What follows belongs to an exercise in optimizing a design on an open flow for small area and a short achievable clock period; a production flow would make more cautious choices. Function was not checked in any run shown here: the RTL went through the layout flow alone. Power and IR drop assume default switching activity.

## flow/design.v (module list and top-level ports; edited modules follow where they fit)
// module top: 1385 lines
module top (
  input         clk,
  input         rst,
  input  [31:0] a,
  input  [31:0] b,
  output [67:0] y
);
  // ...
==> flow/flow/run.sh <==
#!/bin/bash
# Own layout flow: the standard flow, with two changes.
#  1. After the standard synthesis, polarity.py removes inverters around the full adders
#     and orders each full adder's inputs by arrival time (a netlist rewrite that keeps
#     every register and the logic function).
#  2. Input ports get buf_4 buffers (each drives 16 gates) and output ports buf_1
#     buffers, instead of the default delay-buffer cells.
# Each tool's output goes to a log file of its own in this folder.
set -euo pipefail
here=$(pwd)
R=$here/orfs/results/$FLOW_PLATFORM/top/base
bash standard.sh "$R/1_2_yosys.v" > synth.log 2>&1
cp "$R/1_2_yosys.v" "$here/1_2_yosys.std.v"
python3 flow/polarity.py "$here/1_2_yosys.std.v" "$R/1_2_yosys.v" > polarity.log 2>&1
export BUFFER_PORTS_ARGS="-inputs -buffer_cell sky130_fd_sc_hd__buf_4"
export POST_GLOBAL_PLACE_TCL="$here/flow/outbuf.tcl"
bash standard.sh > layout.log 2>&1
==> flow/flow/outbuf.tcl <==
# Buffer the output ports (the input ports were buffered before global placement).
buffer_ports -outputs -buffer_cell sky130_fd_sc_hd__buf_1
==> flow/flow/polarity.py <==
#!/usr/bin/env python3
"""Remove inverters around full adders in a flat sky130hd netlist from Yosys.

A full adder is self-dual: inverting its three inputs inverts both outputs. Yosys's
full-adder extraction often leaves an inverter between two adders. For each full adder
this pass checks whether computing it on inverted inputs (and so giving inverted outputs)
needs fewer inverters, counting AND2<->NAND2 swaps of single-load partial products, and
rewires it when the cell area goes down. The logic function of every register input and
output port is unchanged. Usage: polarity.py IN.v OUT.v"""
import re, sys
from collections import defaultdict

P = 'sky130_fd_sc_hd__'
AREA = {'inv': 3.7536, 'and2': 6.256, 'nand2': 3.7536}
OUTPINS = {'X', 'Y', 'Q', 'Q_N', 'COUT', 'SUM', 'HI', 'LO'}

src = open(sys.argv[1]).read()
m = re.search(r'^module\s+(\w+)\s*\(', src, re.M)
start = m.start()
endm = src.index('endmodule', start)
body = src[start:endm]
pre, post = src[:start], src[endm:]

decl_lines, ports = [], set()
cells = {}          # name -> [type, {pin: net}]
order = []
cell_re = re.compile(r'^\s*(\S+)\s+(\S+)\s*\((.*?)\);', re.S | re.M)
pin_re = re.compile(r'\.(\w+)\s*\(\s*(.*?)\s*\)\s*(?:,|$)', re.S)
header_end = body.index(';') + 1
header = body[:header_end]
rest = body[header_end:]
pos = 0
for st in re.finditer(r'[^;]*;', rest, re.S):
    s = st.group(0).strip()
    if not s:
        continue
    if re.match(r'(input|output|inout)\b', s):
        decl_lines.append(s)
        for nm in re.findall(r'([\\\w][^\s,;]*)\s*(?=[,;]|$)', s.split(']')[-1] if ']' in s else s[len(s.split()[0]):]):
            ports.add(nm.strip())
        continue
    if re.match(r'wire\b', s):
        w = re.match(r'wire\s+(\[[^\]]*\]\s*)?(.*);', s, re.S)
        nm = w.group(2).strip()
        if nm in ports:
            decl_lines.append(s)
        continue
    if s.startswith('assign'):
        raise SystemExit('polarity.py: unexpected assign: ' + s[:80])
    mm = re.match(r'(\S+)\s+(\\\S+\s|\S+)\s*\((.*)\)\s*;', s, re.S)
    if not mm:
        raise SystemExit('polarity.py: cannot parse: ' + s[:120])
    typ, name, pins = mm.group(1), mm.group(2).strip(), mm.group(3)
    pd = {}
    for pm in re.finditer(r'\.(\w+)\s*\(\s*((?:\\\S+\s)|[^()]*?)\s*\)', pins):
        pd[pm.group(1)] = pm.group(2).strip()
    cells[name] = [typ, pd]
    order.append(name)

def base(t):
    return t[len(P):].rsplit('_', 1)[0] if t.startswith(P) else t

def is_port_net(n):
    return n.split('[')[0] in ports or n in ports

drv, loads = {}, defaultdict(set)
def rebuild():
    drv.clear(); loads.clear()
    for c, (t, pd) in cells.items():
        for p, n in pd.items():
            if p in OUTPINS:
                drv[n] = (c, p)
            else:
                loads[n].add((c, p))
rebuild()

cnt = [0]
def newnet():
    cnt[0] += 1
    return f'_pol{cnt[0]}_'
def newcell():
    cnt[0] += 1
    return f'_polc{cnt[0]}_'

def connect(c, p, n):
    old = cells[c][1][p]
    if p in OUTPINS:
        if drv.get(old) == (c, p):
            del drv[old]
        drv[n] = (c, p)
    else:
        loads[old].discard((c, p))
        loads[n].add((c, p))
    cells[c][1][p] = n

def add_inv(a, y):
    c = newcell()
    cells[c] = [P + 'inv_1', {'A': a, 'Y': y}]
    order.append(c)
    drv[y] = (c, 'Y'); loads[a].add((c, 'A'))
    return c

def del_cell(c):
    t, pd = cells.pop(c)
    for p, n in pd.items():
        if p in OUTPINS:
            if drv.get(n) == (c, p):
                del drv[n]
        else:
            loads[n].discard((c, p))

def inv_loads(n):
    return [c for (c, p) in loads[n] if base(cells[c][0]) in ('inv', 'clkinv')]

def plan_input(n, fa):
    """cost and action to get ~n at one input of fa"""
    d = drv.get(n)
    if d and base(cells[d[0]][0]) in ('inv', 'clkinv'):
        m = cells[d[0]][1]['A']
        others = [l for l in loads[n] if l[0] != fa]
        cost = -AREA['inv'] if not others and not is_port_net(n) else 0.0
        return cost, ('use', m, d[0] if cost else None)
    il = inv_loads(n)
    if il:
        return 0.0, ('use', cells[il[0]][1]['Y'], None)
    if d and not is_port_net(n) and len(loads[n]) == 1:
        b = base(cells[d[0]][0])
        if b == 'and2':
            return AREA['nand2'] - AREA['and2'], ('swap', d[0], 'nand2')
        if b == 'nand2':
            return AREA['and2'] - AREA['nand2'], ('swap', d[0], 'and2')
    return AREA['inv'], ('newinv', n)

def plan_output(o):
    il = [c for c in inv_loads(o) if not is_port_net(cells[c][1]['Y'])]
    pil = [c for c in inv_loads(o) if is_port_net(cells[c][1]['Y'])]
    if len(pil) > 1:
        return None
    invs = pil + il
    rest = [l for l in loads[o] if l[0] not in invs]
    cost = -AREA['inv'] * len(invs)
    if rest or is_port_net(o) or not invs:
        cost += AREA['inv']
    return cost

def flip(fa):
    t, pd = cells[fa]
    for p in ('A', 'B', 'CIN'):
        n = pd[p]
        cost, act = plan_input(n, fa)
        if act[0] == 'use':
            connect(fa, p, act[1])
            if act[2] and not loads[n]:
                del_cell(act[2])
        elif act[0] == 'swap':
            dc = act[1]
            dt, dpd = cells[dc]
            op = 'X' if 'X' in dpd else 'Y'
            out = dpd.pop(op)
            del drv[out]
            np_ = 'Y' if act[2] == 'nand2' else 'X'
            dpd[np_] = out
            drv[out] = (dc, np_)
            cells[dc][0] = P + act[2] + '_1'
        else:
            m = newnet()
            add_inv(n, m)
            connect(fa, p, m)
    for p in ('SUM', 'COUT'):
        o = pd[p]
        il = inv_loads(o)
        pil = [c for c in il if is_port_net(cells[c][1]['Y'])]
        il = pil + [c for c in il if c not in pil]
        if il:
            target = cells[il[0]][1]['Y']
            del_cell(il[0])
            for c in il[1:]:
                q = cells[c][1]['Y']
                del_cell(c)
                for (lc, lp) in list(loads[q]):
                    connect(lc, lp, target)
            connect(fa, p, target)
            if loads[o] or is_port_net(o):
                add_inv(target, o)
        else:
            m = newnet()
            connect(fa, p, m)
            add_inv(m, o)

def area():
    a = 0
    for t, _ in cells.values():
        b = base(t)
        if b in AREA:
            a += AREA[b]
    return a

a0 = area()
for it in range(30):
    changed = 0
    for fa in list(order):
        if fa not in cells or base(cells[fa][0]) != 'fa':
            continue
        pd = cells[fa][1]
        cost = 0.0
        ok = True
        seen = set()
        for p in ('A', 'B', 'CIN'):
            n = pd[p]
            c, act = plan_input(n, fa)
            if n in seen:
                ok = False
            seen.add(n)
            cost += c
        for p in ('SUM', 'COUT'):
            c = plan_output(pd[p])
            if c is None:
                ok = False
                break
            cost += c
        if ok and cost < -0.5:
            flip(fa)
            changed += 1
    if not changed:
        break
order = [c for c in order if c in cells]

# Timing-driven input order of the full adders: the latest input goes to CIN, the fastest
# pin, and the earliest to A, the slowest. Arrival times come from a rough delay model.
FA_D = {'A': (0.60, 0.48), 'B': (0.57, 0.46), 'CIN': (0.55, 0.43)}   # (SUM, COUT)
def cell_delay(t):
    b = base(t)
    return {'inv': 0.10, 'clkinv': 0.10, 'nand2': 0.13, 'nor2': 0.15, 'ha': 0.35,
            'buf': 0.15, 'clkbuf': 0.15}.get(b, 0.20)
rebuild()
arr = {}
SEQ = ('df', 'sdf', 'edf')
def arrival(n, stack=0):
    if n in arr:
        return arr[n]
    d = drv.get(n)
    if d is None:
        arr[n] = 0.4
        return 0.4
    c, p = d
    t, pd = cells[c]
    b = base(t)
    if b.startswith(SEQ) or b in ('conb',):
        arr[n] = 0.4
        return 0.4
    ins = [pd[q] for q in pd if q not in OUTPINS]
    if b == 'fa':
        ats = {q: arrival(pd[q], stack + 1) for q in ('A', 'B', 'CIN')}
        res = {}
        for q in ('A', 'B', 'CIN'):
            res[q] = ats[q]
        su = max(res[q] + FA_D[q][0] for q in res)
        co = max(res[q] + FA_D[q][1] for q in res)
        arr[pd['SUM']] = su
        arr[pd['COUT']] = co
        return arr[n]
    a = max([arrival(x, stack + 1) for x in ins] or [0.0]) + cell_delay(t)
    for q in pd:
        if q in OUTPINS:
            arr[pd[q]] = a
    return a
import sys as _s
_s.setrecursionlimit(100000)
swaps = 0
def fa_topo():
    seen, out = set(), []
    def visit(c):
        if c in seen:
            return
        seen.add(c)
        t, pd = cells[c]
        if not base(t).startswith(SEQ):
            for q, n in pd.items():
                if q not in OUTPINS and n in drv:
                    visit(drv[n][0])
        out.append(c)
    for c in list(cells):
        visit(c)
    return out
for c in fa_topo():
    t, pd = cells[c]
    if base(t) == 'fa':
        nets = [pd['A'], pd['B'], pd['CIN']]
        ats = sorted(nets, key=lambda n: arrival(n))
        if ats != nets:
            for q in ('A', 'B', 'CIN'):
                loads[pd[q]].discard((c, q))
            pd['A'], pd['B'], pd['CIN'] = ats
            for q in ('A', 'B', 'CIN'):
                loads[pd[q]].add((c, q))
            swaps += 1
    # recompute this cell's outputs
    for q in pd:
        if q in OUTPINS:
            arr.pop(pd[q], None)
    for q in pd:
        if q in OUTPINS:
            arrival(pd[q])
sys.stderr.write(f'polarity.py: reordered the inputs of {swaps} full adders\n')
a1 = area()
sys.stderr.write(f'polarity.py: {it+1} passes, inv/and2/nand2 area {a0:.1f} -> {a1:.1f}\n')

nets = set()
for c in order:
    for n in cells[c][1].values():
        if not n.startswith("1'") and not is_port_net(n):
            nets.add(n)
out = [pre, header, '\n']
for d in decl_lines:
    out.append('  ' + d + '\n')
for n in sorted(nets):
    out.append(f'  wire {n}{" " if n.startswith(chr(92)) else ""};\n')
for c in order:
    t, pd = cells[c]
    pins = ',\n'.join(f'    .{p}({n}{" " if n.startswith(chr(92)) else ""})' for p, n in pd.items())
    out.append(f'  {t} {c}{" " if c.startswith(chr(92)) else ""} (\n{pins}\n  );\n')
out.append(post)
open(sys.argv[2], 'w').write(''.join(out))
==> flow/standard.sh <==
#!/bin/bash
# synth_recipe.tcl (not shown) runs the flow's synth.tcl, then flattens the netlist and writes it again
# the make line also repeats each setting of config.mk as NAME=value (left out here)
make -C /OpenROAD-flow-scripts/flow DESIGN_CONFIG=/design/flow/config.mk WORK_HOME=/design/flow/orfs CLKGATE_MAP_FILE= SYNTH_SCRIPT=/design/flow/synth_recipe.tcl "${@:-finish}"
==> flow/config.mk <==
export PLATFORM = sky130hd
export DESIGN_NAME = top
export DESIGN_NICKNAME = top
export VERILOG_FILES = /design/flow/design.v
export SDC_FILE = /design/flow/constraint.sdc
export NUM_CORES = 4
export LEC_CHECK = 0
export CAP_MARGIN = 20
export CORE_MARGIN = 2
export CORE_UTILIZATION = 40
export SLEW_MARGIN = 70
==> flow/constraint.sdc <==
create_clock -name core_clock -period 12.0 [get_ports {clk}]
set_input_delay 2.4000 -clock core_clock [delete_from_list [all_inputs] [get_ports {clk}]]
set_output_delay 2.4000 -clock core_clock [all_outputs]
set_load 0.01 [all_outputs]
==> flow_metrics.tcl, run 1 <==
set metrics [dict create \
    status "timing/DRC/antenna clean" \
    cts_root_buffer "sky130_fd_sc_hd__clkbuf_16" \
    tritoncts_clock_tree "yes" \
    fin_crit_ps 5310 \
    maxCapViolCount 0 \
    seq_area_share_pct 16.1 \
    post_route_cells_drive_above_1_share_pct 7.04 \
    top_layer_used "met4" \
    area.growth.synth_to_final_pct 8.81 \
    worst_slew_margin_rel_pct 72.4 \
    cts_inserted_buffers 9 \
    achievable_frequency_ghz 0.188 \
    cellLeakagePower_nw 6.94 \
    power_per_unit_of_standard_cell_area_nw_per_um2 203 \
    syn-mean-instance-area_um2 10.8 \
    cts_max_level 3 \
    io_buffers 133 \
    use_met3_pct 2.89 \
    multi_input_area_share_pct 71.5 \
    power.combinational.total_w 0.00258 \
    wl_met3_um 2420 \
    setup_viol 0 \
    end_kind "register" \
    first_global_vias 12091 \
    post-place-cells 2059 \
    synth-warning-count 1 \
    cp_slowest_stage_delay_ps 530 \
    effective_utilization_at_floorplan_pct 40.4 \
    largestClassByArea "multi-input combinational cells" \
    multi_input_cells 1181 \
    post_dp_cell_area_um2 17100 \
    drt_first_iter_violations 671 \
    grt_max_degree 52 \
    worst_setup_path_endpoint "c12_r[18]" \
    worst_setup_path_startpoint "b[12]" \
    timing.setup.critical_path_class "in2reg" \
    regArea_um2 2800 \
    wire_length_on_met2_um 19300 \
    finalMaxSlewViolations 0 \
    grt_util_met1_pct 25.6 \
    hold_class "in2async" \
    power.clock.fraction_pct 9.0 \
    dieArea_um2 41600 \
    top_level_ports 134 \
]
==> inputs of run 2 (changes only) <==
--- a/flow/design.v
+++ b/flow/design.v
@@ -1,25 +1,25 @@
 module top (
   input         clk,
   input         rst,
   input  [31:0] a,
   input  [31:0] b,
   output [67:0] y
 );
-  reg [27:0] c11_r;
-  reg [27:0] c12_r;
-  reg [27:0] c21_r;
-  reg [27:0] c22_r;
+  reg [28:0] c11_r;
+  reg [28:0] c12_r;
+  reg [28:0] c21_r;
+  reg [28:0] c22_r;
   always @(posedge clk or posedge rst) begin
     if (rst) begin
-      c11_r <= 28'b0000000000000000000000000000;
-      c12_r <= 28'b0000000000000000000000000000;
-      c21_r <= 28'b0000000000000000000000000000;
-      c22_r <= 28'b0000000000000000000000000000;
+      c11_r <= 29'b00000000000000000000000000000;
+      c12_r <= 29'b00000000000000000000000000000;
+      c21_r <= 29'b00000000000000000000000000000;
+      c22_r <= 29'b00000000000000000000000000000;
     end else begin
       c11_r <= c11_d;
       c12_r <= c12_d;
       c21_r <= c21_d;
       c22_r <= c22_d;
     end
   end
   wire c11_pp1 = a[0] & b[0];
@@ -265,18 +265,16 @@
   wire c11_s243, c11_c244;
   assign {c11_c244, c11_s243} = c11_c214 + c11_s235 + c11_c216;
   wire c11_s245, c11_c246;
   assign {c11_c246, c11_s245} = c11_s237 + c11_s239 + c11_c218;
   wire c11_s247, c11_c248;
   assign {c11_c248, c11_s247} = c11_s241 + c11_c220 + c11_s243;
   wire c11_s249, c11_c250;
   assign {c11_c250, c11_s249} = c11_c222 + c11_s245 + c11_s247;
-  wire c11_s251 = c11_c224 ^ c11_s249;
-  wire c11_c252 = c11_c224 & c11_s249;
   wire c11_s253, c11_c254;
   assign {c11_c254, c11_s253} = c11_pp24 + c11_pp31 + c11_pp38;
   wire c11_s255, c11_c256;
   assign {c11_c256, c11_s255} = c11_pp45 + c11_pp52 + c11_pp59;
   wire c11_s257, c11_c258;
   assign {c11_c258, c11_s257} = c11_pp88 + c11_pp95 + c11_pp102;
   wire c11_s259, c11_c260;
   assign {c11_c260, c11_s259} = c11_pp109 + c11_pp116 + c11_pp123;
@@ -321,18 +319,16 @@
   wire c11_s303, c11_c304;
   assign {c11_c304, c11_s303} = c11_c280 + c11_c282 + c11_s297;
   wire c11_s305, c11_c306;
   assign {c11_c306, c11_s305} = c11_s299 + c11_c284 + c11_c286;
   wire c11_s307, c11_c308;
   assign {c11_c308, c11_s307} = c11_s301 + c11_s303 + c11_c288;
   wire c11_s309, c11_c310;
   assign {c11_c310, c11_s309} = c11_c290 + c11_s305 + c11_s307;
-  wire c11_s311, c11_c312;
-  assign {c11_c312, c11_s311} = c11_c292 + c11_s309 + c11_c294;
   wire c11_s313, c11_c314;
   assign {c11_c314, c11_s313} = c11_pp48 + c11_pp55 + c11_pp62;
   wire c11_s315, c11_c316;
   assign {c11_c316, c11_s315} = c11_pp112 + c11_pp119 + c11_pp126;
   wire c11_s317, c11_c318;
   assign {c11_c318, c11_s317} = c11_c298 + c11_c300 + c11_s313;
   wire c11_s319, c11_c320;
   assign {c11_c320, c11_s319} = c11_s315 + c11_c302 + c11_c304;
@@ -347,26 +343,30 @@
   wire c11_s329, c11_c330;
   assign {c11_c330, c11_s329} = c11_s325 + c11_c318 + c11_s327;
   wire c11_s331, c11_c332;
   assign {c11_c332, c11_s331} = c11_c320 + c11_s329 + c11_c322;
   wire c11_s333, c11_c334;
   assign {c11_c334, c11_s333} = c11_pp64 + c11_pp128 + c11_c326;
   wire c11_s335, c11_c336;
   assign {c11_c336, c11_s335} = c11_c328 + c11_s333 + c11_c330;
-  wire [4:0] c11_lo337 = {c11_s145, c11_s135, c11_pp73, c11_pp1} + {1'b0, 1'b0, c11_s129, c11_pp65};
-  wire [27:0] c11_d = {c11_s199, c11_s251, c11_c312, c11_c324, c11_c332, c11_c336, c11_s159, c11_s177, c11_c178, c11_s311, c11_s323, c11_s331, c11_s335, c11_c334, c11_lo337[4], c11_lo337[3], c11_lo337[2], c11_lo337[1], c11_lo337[0], c11_c274, c11_s293, c11_c272, c11_c252, c11_s273, c11_c250, c11_s223, c11_c200, c11_c198};
+  wire [6:0] c11_lo337 = {c11_s177, c11_s159, c11_s145, c11_s135, c11_pp73, c11_pp1} + {1'b0, 1'b0, 1'b0, 1'b0, c11_s129, c11_pp65};
+  wire [28:0] c11_d = {c11_s199, c11_c324, c11_c332, c11_c336, c11_c178, c11_s323, c11_s331, c11_s335, c11_c334, c11_lo337[6], c11_lo337[5], c11_lo337[4], c11_lo337[3], c11_lo337[2], c11_lo337[1], c11_lo337[0], c11_c294, c11_s309, c11_c292, c11_c274, c11_s293, c11_c272, c11_s273, c11_c250, c11_s249, c11_c224, c11_s223, c11_c200, c11_c198};
   wire c11_s225, c11_c226;
   assign {c11_c226, c11_s225} = c11_r[0] + c11_r[1] + c11_r[2];
+  wire c11_s251 = c11_r[3] ^ c11_r[4];
+  wire c11_c252 = c11_r[3] & c11_r[4];
   wire c11_s275, c11_c276;
-  assign {c11_c276, c11_s275} = c11_r[3] + c11_r[4] + c11_r[5];
+  assign {c11_c276, c11_s275} = c11_r[5] + c11_r[6] + c11_c252;
   wire c11_s295, c11_c296;
-  assign {c11_c296, c11_s295} = c11_r[6] + c11_r[7] + c11_r[8];
-  wire [14:0] c11_hs338 = {1'b0, {1'b0, c11_r[14], c11_r[15], c11_r[16], c11_r[17], c11_r[18], c11_s295, c11_s275, c11_c226, c11_s225, c11_r[19], c11_r[20], c11_r[21]}, c11_r[13]} + {1'b0, {1'b0, c11_r[22], c11_r[23], c11_r[24], c11_r[25], c11_c296, c11_c276, 1'b0, c11_r[26], 1'b0, c11_r[27], 1'b0, 1'b0}, c11_r[13]};
-  assign y[16:0] = {c11_hs338[13:1], {c11_r[12], c11_r[11], c11_r[10], c11_r[9]}};
+  assign {c11_c296, c11_s295} = c11_r[7] + c11_r[8] + c11_r[9];
+  wire c11_s311, c11_c312;
+  assign {c11_c312, c11_s311} = c11_r[10] + c11_r[11] + c11_r[12];
+  wire [12:0] c11_hs338 = {1'b0, {1'b0, c11_r[20], c11_r[21], c11_r[22], c11_r[23], c11_s311, c11_s295, c11_s275, c11_c226, c11_s225, c11_r[24]}, c11_r[19]} + {1'b0, {1'b0, c11_r[25], c11_r[26], c11_r[27], c11_c312, c11_c296, c11_c276, 1'b0, c11_s251, 1'b0, c11_r[28]}, c11_r[19]};
+  assign y[16:0] = {c11_hs338[11:1], {c11_r[18], c11_r[17], c11_r[16], c11_r[15], c11_r[14], c11_r[13]}};
   wire c12_pp1 = a[0] & b[8];
   wire c12_pp2 = a[0] & b[9];
   wire c12_pp3 = a[0] & b[10];
   wire c12_pp4 = a[0] & b[11];
   wire c12_pp5 = a[0] & b[12];
   wire c12_pp6 = a[0] & b[13];
   wire c12_pp7 = a[0] & b[14];
   wire c12_pp8 = a[0] & b[15];
@@ -605,18 +605,16 @@
   wire c12_s243, c12_c244;
   assign {c12_c244, c12_s243} = c12_c214 + c12_s235 + c12_c216;
   wire c12_s245, c12_c246;
   assign {c12_c246, c12_s245} = c12_s237 + c12_s239 + c12_c218;
   wire c12_s247, c12_c248;
   assign {c12_c248, c12_s247} = c12_s241 + c12_c220 + c12_s243;
   wire c12_s249, c12_c250;
   assign {c12_c250, c12_s249} = c12_c222 + c12_s245 + c12_s247;
-  wire c12_s251 = c12_c224 ^ c12_s249;
-  wire c12_c252 = c12_c224 & c12_s249;
   wire c12_s253, c12_c254;
   assign {c12_c254, c12_s253} = c12_pp24 + c12_pp31 + c12_pp38;
   wire c12_s255, c12_c256;
   assign {c12_c256, c12_s255} = c12_pp45 + c12_pp52 + c12_pp59;
   wire c12_s257, c12_c258;
   assign {c12_c258, c12_s257} = c12_pp88 + c12_pp95 + c12_pp102;
   wire c12_s259, c12_c260;
   assign {c12_c260, c12_s259} = c12_pp109 + c12_pp116 + c12_pp123;
@@ -661,18 +659,16 @@
   wire c12_s303, c12_c304;
   assign {c12_c304, c12_s303} = c12_c280 + c12_c282 + c12_s297;
   wire c12_s305, c12_c306;
   assign {c12_c306, c12_s305} = c12_s299 + c12_c284 + c12_c286;
   wire c12_s307, c12_c308;
   assign {c12_c308, c12_s307} = c12_s301 + c12_s303 + c12_c288;
   wire c12_s309, c12_c310;
   assign {c12_c310, c12_s309} = c12_c290 + c12_s305 + c12_s307;
-  wire c12_s311, c12_c312;
-  assign {c12_c312, c12_s311} = c12_c292 + c12_s309 + c12_c294;
   wire c12_s313, c12_c314;
   assign {c12_c314, c12_s313} = c12_pp48 + c12_pp55 + c12_pp62;
   wire c12_s315, c12_c316;
   assign {c12_c316, c12_s315} = c12_pp112 + c12_pp119 + c12_pp126;
   wire c12_s317, c12_c318;
   assign {c12_c318, c12_s317} = c12_c298 + c12_c300 + c12_s313;
   wire c12_s319, c12_c320;
   assign {c12_c320, c12_s319} = c12_s315 + c12_c302 + c12_c304;
@@ -687,26 +683,30 @@
   wire c12_s329, c12_c330;
   assign {c12_c330, c12_s329} = c12_s325 + c12_c318 + c12_s327;
   wire c12_s331, c12_c332;
   assign {c12_c332, c12_s331} = c12_c320 + c12_s329 + c12_c322;
   wire c12_s333, c12_c334;
   assign {c12_c334, c12_s333} = c12_pp64 + c12_pp128 + c12_c326;
   wire c12_s335, c12_c336;
   assign {c12_c336, c12_s335} = c12_c328 + c12_s333 + c12_c330;
-  wire [4:0] c12_lo337 = {c12_s145, c12_s135, c12_pp73, c12_pp1} + {1'b0, 1'b0, c12_s129, c12_pp65};
-  wire [27:0] c12_d = {c12_s199, c12_s251, c12_c312, c12_c324, c12_c332, c12_c336, c12_s159, c12_s177, c12_c178, c12_s311, c12_s323, c12_s331, c12_s335, c12_c334, c12_lo337[4], c12_lo337[3], c12_lo337[2], c12_lo337[1], c12_lo337[0], c12_c274, c12_s293, c12_c272, c12_c252, c12_s273, c12_c250, c12_s223, c12_c200, c12_c198};
+  wire [6:0] c12_lo337 = {c12_s177, c12_s159, c12_s145, c12_s135, c12_pp73, c12_pp1} + {1'b0, 1'b0, 1'b0, 1'b0, c12_s129, c12_pp65};
+  wire [28:0] c12_d = {c12_s199, c12_c324, c12_c332, c12_c336, c12_c178, c12_s323, c12_s331, c12_s335, c12_c334, c12_lo337[6], c12_lo337[5], c12_lo337[4], c12_lo337[3], c12_lo337[2], c12_lo337[1], c12_lo337[0], c12_c294, c12_s309, c12_c292, c12_c274, c12_s293, c12_c272, c12_s273, c12_c250, c12_s249, c12_c224, c12_s223, c12_c200, c12_c198};
   wire c12_s225, c12_c226;
   assign {c12_c226, c12_s225} = c12_r[0] + c12_r[1] + c12_r[2];
+  wire c12_s251 = c12_r[3] ^ c12_r[4];
+  wire c12_c252 = c12_r[3] & c12_r[4];
   wire c12_s275, c12_c276;
-  assign {c12_c276, c12_s275} = c12_r[3] + c12_r[4] + c12_r[5];
+  assign {c12_c276, c12_s275} = c12_r[5] + c12_r[6] + c12_c252;
   wire c12_s295, c12_c296;
-  assign {c12_c296, c12_s295} = c12_r[6] + c12_r[7] + c12_r[8];
-  wire [14:0] c12_hs338 = {1'b0, {1'b0, c12_r[14], c12_r[15], c12_r[16], c12_r[17], c12_r[18], c12_s295, c12_s275, c12_c226, c12_s225, c12_r[19], c12_r[20], c12_r[21]}, c12_r[13]} + {1'b0, {1'b0, c12_r[22], c12_r[23], c12_r[24], c12_r[25], c12_c296, c12_c276, 1'b0, c12_r[26], 1'b0, c12_r[27], 1'b0, 1'b0}, c12_r[13]};
-  assign y[33:17] = {c12_hs338[13:1], {c12_r[12], c12_r[11], c12_r[10], c12_r[9]}};
+  assign {c12_c296, c12_s295} = c12_r[7] + c12_r[8] + c12_r[9];
+  wire c12_s311, c12_c312;
+  assign {c12_c312, c12_s311} = c12_r[10] + c12_r[11] + c12_r[12];
+  wire [12:0] c12_hs338 = {1'b0, {1'b0, c12_r[20], c12_r[21], c12_r[22], c12_r[23], c12_s311, c12_s295, c12_s275, c12_c226, c12_s225, c12_r[24]}, c12_r[19]} + {1'b0, {1'b0, c12_r[25], c12_r[26], c12_r[27], c12_c312, c12_c296, c12_c276, 1'b0, c12_s251, 1'b0, c12_r[28]}, c12_r[19]};
+  assign y[33:17] = {c12_hs338[11:1], {c12_r[18], c12_r[17], c12_r[16], c12_r[15], c12_r[14], c12_r[13]}};
   wire c21_pp1 = a[16] & b[0];
   wire c21_pp2 = a[16] & b[1];
   wire c21_pp3 = a[16] & b[2];
   wire c21_pp4 = a[16] & b[3];
   wire c21_pp5 = a[16] & b[4];
   wire c21_pp6 = a[16] & b[5];
   wire c21_pp7 = a[16] & b[6];
   wire c21_pp8 = a[16] & b[7];
@@ -945,18 +945,16 @@
   wire c21_s243, c21_c244;
   assign {c21_c244, c21_s243} = c21_c214 + c21_s235 + c21_c216;
   wire c21_s245, c21_c246;
   assign {c21_c246, c21_s245} = c21_s237 + c21_s239 + c21_c218;
   wire c21_s247, c21_c248;
   assign {c21_c248, c21_s247} = c21_s241 + c21_c220 + c21_s243;
   wire c21_s249, c21_c250;
   assign {c21_c250, c21_s249} = c21_c222 + c21_s245 + c21_s247;
-  wire c21_s251 = c21_c224 ^ c21_s249;
-  wire c21_c252 = c21_c224 & c21_s249;
   wire c21_s253, c21_c254;
   assign {c21_c254, c21_s253} = c21_pp24 + c21_pp31 + c21_pp38;
   wire c21_s255, c21_c256;
   assign {c21_c256, c21_s255} = c21_pp45 + c21_pp52 + c21_pp59;
   wire c21_s257, c21_c258;
   assign {c21_c258, c21_s257} = c21_pp88 + c21_pp95 + c21_pp102;
   wire c21_s259, c21_c260;
   assign {c21_c260, c21_s259} = c21_pp109 + c21_pp116 + c21_pp123;
@@ -1001,18 +999,16 @@
   wire c21_s303, c21_c304;
   assign {c21_c304, c21_s303} = c21_c280 + c21_c282 + c21_s297;
   wire c21_s305, c21_c306;
   assign {c21_c306, c21_s305} = c21_s299 + c21_c284 + c21_c286;
   wire c21_s307, c21_c308;
   assign {c21_c308, c21_s307} = c21_s301 + c21_s303 + c21_c288;
   wire c21_s309, c21_c310;
   assign {c21_c310, c21_s309} = c21_c290 + c21_s305 + c21_s307;
-  wire c21_s311, c21_c312;
-  assign {c21_c312, c21_s311} = c21_c292 + c21_s309 + c21_c294;
   wire c21_s313, c21_c314;
   assign {c21_c314, c21_s313} = c21_pp48 + c21_pp55 + c21_pp62;
   wire c21_s315, c21_c316;
   assign {c21_c316, c21_s315} = c21_pp112 + c21_pp119 + c21_pp126;
   wire c21_s317, c21_c318;
   assign {c21_c318, c21_s317} = c21_c298 + c21_c300 + c21_s313;
   wire c21_s319, c21_c320;
   assign {c21_c320, c21_s319} = c21_s315 + c21_c302 + c21_c304;
@@ -1027,26 +1023,30 @@
   wire c21_s329, c21_c330;
   assign {c21_c330, c21_s329} = c21_s325 + c21_c318 + c21_s327;
   wire c21_s331, c21_c332;
   assign {c21_c332, c21_s331} = c21_c320 + c21_s329 + c21_c322;
   wire c21_s333, c21_c334;
   assign {c21_c334, c21_s333} = c21_pp64 + c21_pp128 + c21_c326;
   wire c21_s335, c21_c336;
   assign {c21_c336, c21_s335} = c21_c328 + c21_s333 + c21_c330;
-  wire [4:0] c21_lo337 = {c21_s145, c21_s135, c21_pp73, c21_pp1} + {1'b0, 1'b0, c21_s129, c21_pp65};
-  wire [27:0] c21_d = {c21_s199, c21_s251, c21_c312, c21_c324, c21_c332, c21_c336, c21_s159, c21_s177, c21_c178, c21_s311, c21_s323, c21_s331, c21_s335, c21_c334, c21_lo337[4], c21_lo337[3], c21_lo337[2], c21_lo337[1], c21_lo337[0], c21_c274, c21_s293, c21_c272, c21_c252, c21_s273, c21_c250, c21_s223, c21_c200, c21_c198};
+  wire [6:0] c21_lo337 = {c21_s177, c21_s159, c21_s145, c21_s135, c21_pp73, c21_pp1} + {1'b0, 1'b0, 1'b0, 1'b0, c21_s129, c21_pp65};
+  wire [28:0] c21_d = {c21_s199, c21_c324, c21_c332, c21_c336, c21_c178, c21_s323, c21_s331, c21_s335, c21_c334, c21_lo337[6], c21_lo337[5], c21_lo337[4], c21_lo337[3], c21_lo337[2], c21_lo337[1], c21_lo337[0], c21_c294, c21_s309, c21_c292, c21_c274, c21_s293, c21_c272, c21_s273, c21_c250, c21_s249, c21_c224, c21_s223, c21_c200, c21_c198};
   wire c21_s225, c21_c226;
   assign {c21_c226, c21_s225} = c21_r[0] + c21_r[1] + c21_r[2];
+  wire c21_s251 = c21_r[3] ^ c21_r[4];
+  wire c21_c252 = c21_r[3] & c21_r[4];
   wire c21_s275, c21_c276;
-  assign {c21_c276, c21_s275} = c21_r[3] + c21_r[4] + c21_r[5];
+  assign {c21_c276, c21_s275} = c21_r[5] + c21_r[6] + c21_c252;
   wire c21_s295, c21_c296;
-  assign {c21_c296, c21_s295} = c21_r[6] + c21_r[7] + c21_r[8];
-  wire [14:0] c21_hs338 = {1'b0, {1'b0, c21_r[14], c21_r[15], c21_r[16], c21_r[17], c21_r[18], c21_s295, c21_s275, c21_c226, c21_s225, c21_r[19], c21_r[20], c21_r[21]}, c21_r[13]} + {1'b0, {1'b0, c21_r[22], c21_r[23], c21_r[24], c21_r[25], c21_c296, c21_c276, 1'b0, c21_r[26], 1'b0, c21_r[27], 1'b0, 1'b0}, c21_r[13]};
-  assign y[50:34] = {c21_hs338[13:1], {c21_r[12], c21_r[11], c21_r[10], c21_r[9]}};
+  assign {c21_c296, c21_s295} = c21_r[7] + c21_r[8] + c21_r[9];
+  wire c21_s311, c21_c312;
+  assign {c21_c312, c21_s311} = c21_r[10] + c21_r[11] + c21_r[12];
+  wire [12:0] c21_hs338 = {1'b0, {1'b0, c21_r[20], c21_r[21], c21_r[22], c21_r[23], c21_s311, c21_s295, c21_s275, c21_c226, c21_s225, c21_r[24]}, c21_r[19]} + {1'b0, {1'b0, c21_r[25], c21_r[26], c21_r[27], c21_c312, c21_c296, c21_c276, 1'b0, c21_s251, 1'b0, c21_r[28]}, c21_r[19]};
+  assign y[50:34] = {c21_hs338[11:1], {c21_r[18], c21_r[17], c21_r[16], c21_r[15], c21_r[14], c21_r[13]}};
   wire c22_pp1 = a[16] & b[8];
   wire c22_pp2 = a[16] & b[9];
   wire c22_pp3 = a[16] & b[10];
   wire c22_pp4 = a[16] & b[11];
   wire c22_pp5 = a[16] & b[12];
   wire c22_pp6 = a[16] & b[13];
   wire c22_pp7 = a[16] & b[14];
   wire c22_pp8 = a[16] & b[15];
@@ -1285,18 +1285,16 @@
   wire c22_s243, c22_c244;
   assign {c22_c244, c22_s243} = c22_c214 + c22_s235 + c22_c216;
   wire c22_s245, c22_c246;
   assign {c22_c246, c22_s245} = c22_s237 + c22_s239 + c22_c218;
   wire c22_s247, c22_c248;
   assign {c22_c248, c22_s247} = c22_s241 + c22_c220 + c22_s243;
   wire c22_s249, c22_c250;
   assign {c22_c250, c22_s249} = c22_c222 + c22_s245 + c22_s247;
-  wire c22_s251 = c22_c224 ^ c22_s249;
-  wire c22_c252 = c22_c224 & c22_s249;
   wire c22_s253, c22_c254;
   assign {c22_c254, c22_s253} = c22_pp24 + c22_pp31 + c22_pp38;
   wire c22_s255, c22_c256;
   assign {c22_c256, c22_s255} = c22_pp45 + c22_pp52 + c22_pp59;
   wire c22_s257, c22_c258;
   assign {c22_c258, c22_s257} = c22_pp88 + c22_pp95 + c22_pp102;
   wire c22_s259, c22_c260;
   assign {c22_c260, c22_s259} = c22_pp109 + c22_pp116 + c22_pp123;
@@ -1341,18 +1339,16 @@
   wire c22_s303, c22_c304;
   assign {c22_c304, c22_s303} = c22_c280 + c22_c282 + c22_s297;
   wire c22_s305, c22_c306;
   assign {c22_c306, c22_s305} = c22_s299 + c22_c284 + c22_c286;
   wire c22_s307, c22_c308;
   assign {c22_c308, c22_s307} = c22_s301 + c22_s303 + c22_c288;
   wire c22_s309, c22_c310;
   assign {c22_c310, c22_s309} = c22_c290 + c22_s305 + c22_s307;
-  wire c22_s311, c22_c312;
-  assign {c22_c312, c22_s311} = c22_c292 + c22_s309 + c22_c294;
   wire c22_s313, c22_c314;
   assign {c22_c314, c22_s313} = c22_pp48 + c22_pp55 + c22_pp62;
   wire c22_s315, c22_c316;
   assign {c22_c316, c22_s315} = c22_pp112 + c22_pp119 + c22_pp126;
   wire c22_s317, c22_c318;
   assign {c22_c318, c22_s317} = c22_c298 + c22_c300 + c22_s313;
   wire c22_s319, c22_c320;
   assign {c22_c320, c22_s319} = c22_s315 + c22_c302 + c22_c304;
@@ -1367,19 +1363,23 @@
   wire c22_s329, c22_c330;
   assign {c22_c330, c22_s329} = c22_s325 + c22_c318 + c22_s327;
   wire c22_s331, c22_c332;
   assign {c22_c332, c22_s331} = c22_c320 + c22_s329 + c22_c322;
   wire c22_s333, c22_c334;
   assign {c22_c334, c22_s333} = c22_pp64 + c22_pp128 + c22_c326;
   wire c22_s335, c22_c336;
   assign {c22_c336, c22_s335} = c22_c328 + c22_s333 + c22_c330;
-  wire [4:0] c22_lo337 = {c22_s145, c22_s135, c22_pp73, c22_pp1} + {1'b0, 1'b0, c22_s129, c22_pp65};
-  wire [27:0] c22_d = {c22_s199, c22_s251, c22_c312, c22_c324, c22_c332, c22_c336, c22_s159, c22_s177, c22_c178, c22_s311, c22_s323, c22_s331, c22_s335, c22_c334, c22_lo337[4], c22_lo337[3], c22_lo337[2], c22_lo337[1], c22_lo337[0], c22_c274, c22_s293, c22_c272, c22_c252, c22_s273, c22_c250, c22_s223, c22_c200, c22_c198};
+  wire [6:0] c22_lo337 = {c22_s177, c22_s159, c22_s145, c22_s135, c22_pp73, c22_pp1} + {1'b0, 1'b0, 1'b0, 1'b0, c22_s129, c22_pp65};
+  wire [28:0] c22_d = {c22_s199, c22_c324, c22_c332, c22_c336, c22_c178, c22_s323, c22_s331, c22_s335, c22_c334, c22_lo337[6], c22_lo337[5], c22_lo337[4], c22_lo337[3], c22_lo337[2], c22_lo337[1], c22_lo337[0], c22_c294, c22_s309, c22_c292, c22_c274, c22_s293, c22_c272, c22_s273, c22_c250, c22_s249, c22_c224, c22_s223, c22_c200, c22_c198};
   wire c22_s225, c22_c226;
   assign {c22_c226, c22_s225} = c22_r[0] + c22_r[1] + c22_r[2];
+  wire c22_s251 = c22_r[3] ^ c22_r[4];
+  wire c22_c252 = c22_r[3] & c22_r[4];
   wire c22_s275, c22_c276;
-  assign {c22_c276, c22_s275} = c22_r[3] + c22_r[4] + c22_r[5];
+  assign {c22_c276, c22_s275} = c22_r[5] + c22_r[6] + c22_c252;
   wire c22_s295, c22_c296;
-  assign {c22_c296, c22_s295} = c22_r[6] + c22_r[7] + c22_r[8];
-  wire [14:0] c22_hs338 = {1'b0, {1'b0, c22_r[14], c22_r[15], c22_r[16], c22_r[17], c22_r[18], c22_s295, c22_s275, c22_c226, c22_s225, c22_r[19], c22_r[20], c22_r[21]}, c22_r[13]} + {1'b0, {1'b0, c22_r[22], c22_r[23], c22_r[24], c22_r[25], c22_c296, c22_c276, 1'b0, c22_r[26], 1'b0, c22_r[27], 1'b0, 1'b0}, c22_r[13]};
-  assign y[67:51] = {c22_hs338[13:1], {c22_r[12], c22_r[11], c22_r[10], c22_r[9]}};
+  assign {c22_c296, c22_s295} = c22_r[7] + c22_r[8] + c22_r[9];
+  wire c22_s311, c22_c312;
+  assign {c22_c312, c22_s311} = c22_r[10] + c22_r[11] + c22_r[12];
+  wire [12:0] c22_hs338 = {1'b0, {1'b0, c22_r[20], c22_r[21], c22_r[22], c22_r[23], c22_s311, c22_s295, c22_s275, c22_c226, c22_s225, c22_r[24]}, c22_r[19]} + {1'b0, {1'b0, c22_r[25], c22_r[26], c22_r[27], c22_c312, c22_c296, c22_c276, 1'b0, c22_s251, 1'b0, c22_r[28]}, c22_r[19]};
+  assign y[67:51] = {c22_hs338[11:1], {c22_r[18], c22_r[17], c22_r[16], c22_r[15], c22_r[14], c22_r[13]}};
 endmodule
==> run 2 against run 1 <==
Compared with the run above: design area rose by 2.7%; sequential share of layout area rose by 0.14 points; critical path type is now reg2out; sequential power rose by 2%; routed wire length rose by 1.7%; still clean; fmax rose by 0.74%; first-iteration DRC count rose by 13%; global-route usage rose by 0.23 points; largest power group unchanged; die area rose by 1.6%; combinational power rose by 5%; highest routed layer unchanged; via count rose by 3.3%; area after synthesis rose by 1.7%.
==> flow_metrics.tcl, run 2 <==
set metrics [dict create \
    vdd.ir_drop.worst_uv 148 \
    antennaDiodeCount 0 \
    grt_max_degree 54 \
    status "timing/DRC/antenna clean" \
    number_of_buffers_and_inverters_on_the_critical_path 1 \
    mostFrequentLayoutCell "sky130_fd_sc_hd__nand2_1" \
    io_buffers 133 \
    seq_power_share_pct 16.7 \
    synth-warning-count 1 \
    power_per_unit_of_standard_cell_area_nw_per_um2 217 \
    effective_utilization_at_floorplan_pct 40.8 \
    timing.setup.critical_path_class "reg2out" \
    critical_path.max_fanout 3 \
    clock_pin_slew_on_the_worst_setup_and_hold_paths_ps 60 \
    end_kind "primary output" \
    top_level_ports 134 \
    gr-total-overflow 0 \
    timing.critical_path.required_ps 9600 \
    route.final.wire_length_um 37500 \
    maxCapViolCount 0 \
    detail_route.first_pass.iterations 5 \
    syn-instance-count 1554 \
    path_common_cell "sky130_fd_sc_hd__ha_1" \
    layout.cells.most_common_list "sky130_fd_sc_hd__nand2_1 (526), sky130_fd_sc_hd__fa_1 (416), sky130_fd_sc_hd__dfrtp_1 (116)" \
    cts_root_buffer "sky130_fd_sc_hd__clkbuf_16" \
    critical-path-slowest-cell "sky130_fd_sc_hd__a221o_1" \
    antenna_found_initial 0 \
    global_route_wire_length_before_repair_um 63500 \
    synth_nets 2084 \
    first_global_vias 12454 \
    die_w_um 206 \
    synth_area_um2 16300 \
    area.growth.synth_to_final_pct 9.89 \
    netSwitchingFraction_pct 48.1 \
    avgViaCountPerCell 5.22 \
    finish.utilization_pct 44.8 \
    cts.path.max_buffers 2 \
    syn-mean-instance-area_um2 10.5 \
    vias 11232 \
    dieArea_um2 42300 \
    cts.sink_count 116 \
    number_of_nets_at_the_end_of_the_flow 2144 \
    cp_slowest_stage_delay_ps 410 \
    grtUsageTotal_pct 19.5 \
    achievable_frequency_ghz 0.190 \
    tritoncts_clock_tree "yes" \
    postCtsHoldBufs 0 \
    finalMaxSlewViolations 0 \
    design.core.area_um2 39900 \
    power_report.internal_total_w 0.00201 \
    worst_slew_margin_rel_pct 76.3 \
    cellLeakagePower_nw 7.22 \
    switchingPower_w 0.00187 \
    setup_viol 0 \
    die_h_um 206 \
    power.clock.fraction_pct 13.3 \
    fin_crit_ps 5270 \
    post_cts_buffers 0 \
    drt-wirelength-per-cell_um 17.4 \
    worstMarginPinSlew_ps 347 \
    floorplan.rows 73 \
    setup_total_negative_slack_ps 0 \
    hold_class "in2async" \
    antenna_left 0 \
    cts_max_level 4 \
    remaining_drc_errors 0 \
    cp_cell_sequence "ha_1 -> fa_1 -> ha_1 -> nand2_2 -> a221o_1 -> a311oi_2 -> xor2_1 -> buf_1" \
    path_delay_family "adder cells" \
    ctsResizeCount 0 \
    dp_hpwl_um 30500 \
    post_route_cells_drive_above_1_share_pct 6.89 \
    drt_first_iter_violations 757 \
    final_hold_viol_count 0 \
    unrepaired_setup_endpoints_after_global_routing "no" \
    pwr-share-comb_pct 70.1 \
    cts_inserted_buffers 17 \
    start_kind "register" \
    critical_path_arrival_ps 2870 \
    min_period_over_period_pct 43.9 \
]
## run 2: layout make-up
class / instances / area, um2
Fill cell: 3783 / 22000
Multi-Input combinational cell: 1231 / 12500
Sequential cell: 116 / 2900
Timing Repair Buffer: 137 / 788
Tap cell: 525 / 657
Clock buffer: 18 / 439
Inverter: 111 / 429
Clock inverter: 13 / 135
## run 2: worst paths after layout
kind,end,startpoint,cells past startpoint
setup / recovery,y[49],c21_r[3],8
hold / removal,c12_r[19],rst,2
max in group asynchronous,c21_r[10],rst,4
min in group core_clock,c11_r[13],b[0],3
## run 2: stage by stage
| step | instances | hold slack, ps | total power (W) | worst slack [ps] | cell area (um2) |
|---|---|---|---|---|---|
| 2_1_floorplan | 1554 | 2640 | 0.00267 | 6510 | 16300 |
| 3_3_place_gp | 2049 | 2520 | 0.00321 | 6490 | 17000 |
| 3_5_place_dp | 2118 | 2430 | 0.00343 | 6440 | 17300 |
| 4_1_cts | 2149 | 1960 | 0.00397 | 6680 | 17800 |
| 5_1_grt | 2151 | 1920 | 0.00437 | 6550 | 17900 |
| 6_report | 2151 | 1910 | 0.00388 | 6730 | 17900 |
## run 2: power groups by stage
stage                     Combinational, W  Sequential [W]  Clock (W)
after floorplan                    0.00204        0.000638          0
after global placement             0.00253        0.000678          0
after detailed placement           0.00277        0.000660          0
after CTS                          0.00279        0.000653   0.000527
after global routing               0.00315        0.000668   0.000547
final                              0.00272        0.000646   0.000514
## run 2: metal layers
metal / wire [um] / global-route usage (%)
met5: 0 / 0
met4: 680 / 5.19
met3: 2380 / 3.04
met2: 19300 / 33.0
met1: 15200 / 26.1

-- afterwards: timing with drivers on the ports --
Ports are ideal in the flow. The routed layouts listed here were re-timed in OpenROAD. Step 1 sets driving cells, clkbuf_16 on the clock port and buf_2 on the other inputs (assumed; they add their load-dependent delay and slew). Step 2 moves the port delays by t, midway between the first and last clock arrival at a register: inputs arrive t later, outputs are due t later. That takes back most of the time a late clock gives input paths. a / b / c = no drivers / after step 1 / after step 2; a / b = the first two.
| run | t (ns) | setup WS [ns] | slew at the worst register clock pin (ns) | pins driven straight from the clock port |
|---|---|---|---|---|
| run 1 | 0.422 | 6.691 / 6.712 / 6.289 | 0.07 / 0.07 | 1 |
| run 2 | 0.481 | 6.731 / 6.679 / 6.432 | 0.06 / 0.06 | 1 |
After both steps every run listed still meets setup and hold. The setup slack of run 1, which loses most, moves by +0.021 ns with the drivers and by -0.402 ns with both steps.
